Context: an optimization exercise on an open-source flow, tuned for small area and a short achievable clock period. The choices shown serve that exercise and are no tape-out recipe. The RTL was checked by simulation tests, not by an equivalence proof against the original design. Power is estimated from default activity; no workload was simulated.

== lane 1 ==
==> flow/design.v <==
module aoi222(input a0, b0, a1, b1, a2, b2, output y);
    assign y = ~((a0 & b0) | (a1 & b1) | (a2 & b2));
endmodule
module nand2c(input a, b, output y);
    assign y = ~(a & b);
endmodule
module nand3c(input a, b, c, output y);
    assign y = ~(a & b & c);
endmodule
module nand4c(input a, b, c, d, output y);
    assign y = ~(a & b & c & d);
endmodule
module mux4c(input [1:0] s, input d0, d1, d2, d3, output y);
    assign y = s[1] ? (s[0] ? d3 : d2) : (s[0] ? d1 : d0);
endmodule
module mux2c(input s, a1, a0, output y);
    assign y = s ? a1 : a0;
endmodule
module ao8(input [7:0] h, input [7:0] d, output y);
    assign y = |(h & d);
endmodule
module ao7(input [7:1] h, input [7:1] d, output y);
    assign y = |(h & d);
endmodule
module ao2222(input l0, q0, l1, q1, l2, q2, l3, q3, output y);
    assign y = (l0 & q0) | (l1 & q1) | (l2 & q2) | (l3 & q3);
endmodule
module rdbit(input [7:0] h, input [3:0] l, input [31:1] d, output y);
    wire [3:0] q;
    ao7 g0(.h(h[7:1]), .d({d[28], d[24], d[20], d[16], d[12], d[8], d[4]}), .y(q[0]));
    ao8 g1(.h(h), .d({d[29], d[25], d[21], d[17], d[13], d[9], d[5], d[1]}), .y(q[1]));
    ao8 g2(.h(h), .d({d[30], d[26], d[22], d[18], d[14], d[10], d[6], d[2]}), .y(q[2]));
    ao8 g3(.h(h), .d({d[31], d[27], d[23], d[19], d[15], d[11], d[7], d[3]}), .y(q[3]));
    ao2222 m(.l0(l[0]), .q0(q[0]), .l1(l[1]), .q1(q[1]), .l2(l[2]), .q2(q[2]), .l3(l[3]), .q3(q[3]), .y(y));
endmodule
module hold2(input we, wen, input [1:0] wd, q, output [1:0] d);
    assign d = (wd & {2{we}}) | (q & {2{wen}});
endmodule
module ALU(
    input      [31:0] a, bx,
    input      [31:0] bs,         
    input      [5:0]  f,
    input             rtype,      
    input             sub,        
    input      [4:0]  sh,         
    output     [31:0] y,
    output            eq          
);
    wire [31:0] p = a ^ bx;
    wire [31:0] k = a & bx;
    genvar i, l;
    wire [6*32-1:0] G, P;
    assign G[31:0] = {k[31:1], k[0] | (p[0] & sub)};
    assign P[31:0] = p;
    generate
        for (l = 0; l < 5; l = l + 1) begin : lv
            for (i = 0; i < 32; i = i + 1) begin : b
                if (i >= (1 << l)) begin : m
                    assign G[(l+1)*32+i] = G[l*32+i] | (P[l*32+i] & G[l*32+i-(1<<l)]);
                    assign P[(l+1)*32+i] = P[l*32+i] & P[l*32+i-(1<<l)];
                end else begin : c
                    assign G[(l+1)*32+i] = G[l*32+i];
                    assign P[(l+1)*32+i] = P[l*32+i];
                end
            end
        end
    endgenerate
    wire [31:0] c = {G[5*32+30 : 5*32], sub};    
    wire [31:0] o  = a | bx;
    wire [31:0] lg = f[1] ? (f[0] ? ~o : p) : (f[0] ? o : k);
    assign eq = &p;
    wire        right = f[1];
    wire [31:0] br;
    generate
        for (i = 0; i < 32; i = i + 1) begin : rv
            assign br[i] = right ? bs[i] : bs[31-i];
        end
    endgenerate
    wire        fill = f[0] & bs[31];
    wire [31:0] s0 = sh[0] ? {fill,       br[31:1]}  : br;
    wire [31:0] s1 = sh[1] ? {{2{fill}},  s0[31:2]}  : s0;
    wire [31:0] s2 = sh[2] ? {{4{fill}},  s1[31:4]}  : s1;
    wire [31:0] s3 = sh[3] ? {{8{fill}},  s2[31:8]}  : s2;
    wire [31:0] s4 = sh[4] ? {{16{fill}}, s3[31:16]} : s3;
    wire is_sh  = rtype & ~f[5];
    wire is_lg  = rtype & f[5] & f[2];
    wire is_slt = rtype & f[5] & f[3];
    wire is_ar  = ~rtype | (f[5] & ~f[3] & ~f[2]);
    wire [31:0] other;
    generate
        for (i = 0; i < 32; i = i + 1) begin : r
            assign other[i] = (is_lg & lg[i]) | (is_sh & right & s4[i]) | (is_sh & ~right & s4[31-i]);
        end
        for (i = 1; i < 32; i = i + 1) begin : o1
            assign y[i] = c[i] ? ((is_ar & ~p[i]) | other[i]) : ((is_ar & p[i]) | other[i]);
        end
    endgenerate
    wire base0 = (is_ar & (p[0] ^ sub)) | other[0];
    assign y[0] = c[31] ? (base0 | (is_slt & ~p[31] & a[31]))
                        : (base0 | (is_slt & (p[31] | a[31])));
endmodule
module mips(
    input         clk, reset,
    output [31:0] pc,
    input  [31:0] instr,
    output        memwrite,
    output [31:0] aluout, writedata,
    input  [31:0] readdata
);
    wire [5:0] op = instr[31:26];
    wire [5:0] fn = instr[5:0];
    wire rtype = (op == 6'b000000);
    wire lw    = (op == 6'b100011);
    wire sw    = (op == 6'b101011);
    wire beq   = (op == 6'b000100);
    wire addi  = (op == 6'b001000);
    wire jmp   = (op == 6'b000010);
    assign memwrite = sw;
    wire regwrite = rtype | lw | addi;
    wire [31:0] rs, rt;
    wire [4:0]  wa = rtype ? instr[15:11] : instr[20:16];
    wire [31:0] wd = lw ? readdata : aluout;
    reg  [31*32-1:0] rf;    
    wire [7:0]  h1, h2;      
    wire [3:0]  l1, l2;      
    genvar g, b;
    generate
        for (g = 1; g < 32; g = g + 1) begin : regs
            wire        we = regwrite && wa == g;
            wire [31:0] d;
            genvar j;
            for (j = 0; j < 16; j = j + 1) begin : hb
                hold2 h(.we(we), .wen(~we), .wd(wd[2*j +: 2]), .q(rf[(g-1)*32 + 2*j +: 2]), .d(d[2*j +: 2]));
            end
            always @(posedge clk)
                rf[(g-1)*32 +: 32] <= d;
        end
        for (g = 0; g < 8; g = g + 1) begin : hd
            assign h1[g] = (instr[25:23] == g);
            assign h2[g] = (instr[20:18] == g);
        end
        for (g = 0; g < 4; g = g + 1) begin : ld
            assign l1[g] = (instr[22:21] == g);
            assign l2[g] = (instr[17:16] == g);
        end
        for (b = 0; b < 32; b = b + 1) begin : rd
            wire [31:1] col;
            for (g = 1; g < 32; g = g + 1) begin : c
                assign col[g] = rf[(g-1)*32 + b];
            end
            rdbit r1(.h(h1), .l(l1), .d(col), .y(rs[b]));
            rdbit r2(.h(h2), .l(l2), .d(col), .y(rt[b]));
        end
    endgenerate
    assign writedata = rt;
    wire [31:0] simm = {{16{instr[15]}}, instr[15:0]};
    wire        sub  = beq | (rtype & fn[5] & fn[1] & ~fn[2]);
    wire        usert = rtype | beq;
    wire [31:0] bx, bx0, bx1;    
    assign bx0 = usert ? {32{sub}}  : simm;
    assign bx1 = usert ? {32{~sub}} : simm;
    generate
        for (b = 0; b < 32; b = b + 1) begin : bxm
            mux2c m(.s(rt[b]), .a1(bx1[b]), .a0(bx0[b]), .y(bx[b]));
        end
    endgenerate
    wire [4:0]  sh   = fn[2] ? rs[4:0] : instr[10:6];
    wire        eq;
    ALU alu(.a(rs), .bx(bx), .bs(rt), .f(fn), .rtype(rtype), .sub(sub), .sh(sh),
            .y(aluout), .eq(eq));
    reg  [31:2] pcr;
    wire [31:2] pcp4 = pcr + 30'd1;
    wire [30:0] pcb1 = {pcr, 1'b1} + {simm[29:0], 1'b1};
    wire [31:2] pcbr = pcb1[30:1];
    wire [31:2] pcn  = jmp ? {pcp4[31:28], instr[25:0]} :
                       (beq & eq) ? pcbr : pcp4;
    always @(posedge clk or posedge reset)
        if (reset) pcr <= 30'b0;
        else       pcr <= pcn;
    assign pc = {pcr, 2'b00};
endmodule
Settings: LEC_CHECK=0, CAP_MARGIN=20, CORE_MARGIN=2, CORE_UTILIZATION=40, CTS_BUF_LIST=sky130_fd_sc_hd__clkbuf_8 sky130_fd_sc_hd__clkbuf_16, CTS_CLUSTER_DIAMETER=100, CTS_CLUSTER_SIZE=30, SETUP_SLACK_MARGIN=2.4, SLEW_MARGIN=20, SYNTH_HIERARCHICAL=1, SYNTH_MINIMUM_KEEP_SIZE=0; clock period 11.5 ns.
standard.sh (not shown) runs the stock make flow with config.mk's settings and CLKGATE_MAP_FILE= SYNTH_SCRIPT=/design/flow/synth_recipe.tcl, a recipe that flattens the netlist after the stock synthesis.
==> flow/flow/run.sh <==
#!/bin/bash
# The standard layout, except that the port buffers are inserted as
# buf_2 cells (which repair may then resize within the buf family) instead of
# the default delay-buffer cell. Output goes to standard.log.
set -euo pipefail
export BUFFER_PORTS_ARGS="-buffer_cell sky130_fd_sc_hd__buf_2"
bash standard.sh > standard.log 2>&1
## Diff of input files: lane 2 against lane 1
==> flow/run.sh (new file) <==
#!/bin/bash
# synth_recipe.tcl (not shown) runs the flow's synth.tcl, then flattens the netlist and writes it again
# the make line also repeats each setting of config.mk as NAME=value (left out here)
make -C /OpenROAD-flow-scripts/flow DESIGN_CONFIG=/design/flow/config.mk WORK_HOME=/design/flow/orfs CLKGATE_MAP_FILE= SYNTH_SCRIPT=/design/flow/synth_recipe.tcl finish
removed: flow/flow/run.sh
removed: flow/standard.sh
[summary]
- Looking at the reports, lane 1 completed the entire flow and the layout it produced met the timing, design-rule and antenna checks.
- Lane 2 completed; timing, DRC and antenna clean
- Fraction of layout instances using a drive strength above 1 down 1.3 points in lane 2 wrt lane 1
- Measured against each other, lane 2 and lane 1 differ in net count reported at finish, the lower figure coming from lane 1.
- Sort lane 2 and lane 1 by post-cts sizing count desc -> top: lane 2
- Looking at sequential share of layout area, lane 2 sits 0.61 points below lane 1.
- [lane 2] clock buffer count from CTS rose 1 relative to lane 1
- Comparing lane 2 and lane 1, total of clock buffers placed in the layout is lower on lane 1.

---

mips, a different RTL version from the one above (not shown whole).
Size in the first run: ~5,100 cells after synthesis, roughly 1,000 flip-flops, ~160 I/O pins.
==> flow/design.v (excerpt) <==
module mips(
    input         clk, reset,
    output [31:0] pc,
    input  [31:0] instr,
    output        memwrite,
    output [31:0] aluout, writedata,
    input  [31:0] readdata
);
    wire [5:0] op = instr[31:26];
    wire [5:0] fn = instr[5:0];
    wire rtype = (op == 6'b000000);
    wire lw    = (op == 6'b100011);
    wire sw    = (op == 6'b101011);
    wire beq   = (op == 6'b000100);
    wire addi  = (op == 6'b001000);
    wire jmp   = (op == 6'b000010);
    assign memwrite = sw;
    wire regwrite = rtype | lw | addi;
    wire [31:0] rs, rt;
    wire [4:0]  wa = rtype ? instr[15:11] : instr[20:16];
    wire [31:0] wd = lw ? readdata : aluout;
    reg  [31*32-1:0] rf;    
    wire [31:1] s1, s2;      
    genvar g, b;
    generate
        for (g = 1; g < 32; g = g + 1) begin : regs
            wire        we = regwrite && wa == g;
            wire [31:0] d;
            genvar j;
            for (j = 0; j < 16; j = j + 1) begin : hb
                hold2 h(.we(we), .wen(~we), .wd(wd[2*j +: 2]), .q(rf[(g-1)*32 + 2*j +: 2]), .d(d[2*j +: 2]));
            end
            always @(posedge clk)
                rf[(g-1)*32 +: 32] <= d;
        end
        for (g = 1; g < 32; g = g + 1) begin : sd
            assign s1[g] = (instr[25:21] == g);
            assign s2[g] = (instr[20:16] == g);
        end
        for (b = 0; b < 32; b = b + 1) begin : rd
            wire [31:1] col;
            for (g = 1; g < 32; g = g + 1) begin : c
                assign col[g] = rf[(g-1)*32 + b];
            end
            rdbit r1(.sel(s1), .d(col), .y(rs[b]));
            rdbit r2(.sel(s2), .d(col), .y(rt[b]));
        end
    endgenerate
    assign writedata = rt;
    wire [31:0] simm = {{16{instr[15]}}, instr[15:0]};
  ...
clock: 11.5 ns
lec_check: 0
cap_margin: 20
core_margin: 2
core_utilization: 40
cts_buf_list: sky130_fd_sc_hd__clkbuf_8 sky130_fd_sc_hd__clkbuf_16
cts_cluster_diameter: 90
cts_cluster_size: 24
setup_slack_margin: 2.4
slew_margin: 20
synth_hierarchical: 1
synth_minimum_keep_size: 0
==> flow/flow/run.sh <==
#!/bin/bash
# The standard layout, except that the port buffers are inserted as
# buf_2 cells (which repair may then resize within the buf family) instead of
# the default delay-buffer cell. Output goes to standard.log.
set -euo pipefail
export BUFFER_PORTS_ARGS="-buffer_cell sky130_fd_sc_hd__buf_2"
bash standard.sh > standard.log 2>&1
The baseline finished with timing, DRC and antenna clean.
Edit:
SETUP_SLACK_MARGIN = 2.6   (was 2.4)
What happened: Via count drops by 0.39%. Core utilization climbs by 0.65 points. Cell area climbs by 1.4%. Worst hold slack improved by 3.1 ps. Cell count hardly moves. Maximum frequency climbs by 3.1%. Power climbs by 0.40%.

what the ideal ports hide:
How much do the figures lean on ideal ports? The routed layouts below were timed once more, with nothing changed but the port constraints. Step 1 sets driving cells, clkbuf_16 on the clock port and buf_2 on the other inputs (assumed; they add their load-dependent delay and slew). Step 2 adds t to the input delays and takes it off the output delays; t is the mean of the earliest and latest rising clock arrival at the registers after step 1. Input paths then give back, and output paths get back, about the clock's delay inside the block. Slacks: ideal / step 1 / step 2; pairs: ideal / step 1.
| run | t, ns | setup slack, ns | clock arrival spread, ns | worst slew at a driven data input, ns |
|---|---|---|---|---|
| lane 1 | 0.752 | 2.238 / 2.175 / 2.175 | 0.039 / 0.039 | 0.07 |
| lane 2 | 0.754 | 2.246 / 2.193 / 2.193 | 0.063 / 0.063 | 0.07 |
| the first run of note 2 | 0.782 | 2.132 / 2.023 / 2.023 | 0.053 / 0.053 | 0.11 |
| the second run of note 2 | 0.774 | 2.417 / 2.300 / 2.300 | 0.027 / 0.028 | 0.19 |
After both steps every run listed still meets setup and hold. The setup slack of the second run of note 2, which loses most, moves by -0.117 ns with the drivers and by -0.117 ns with both steps.
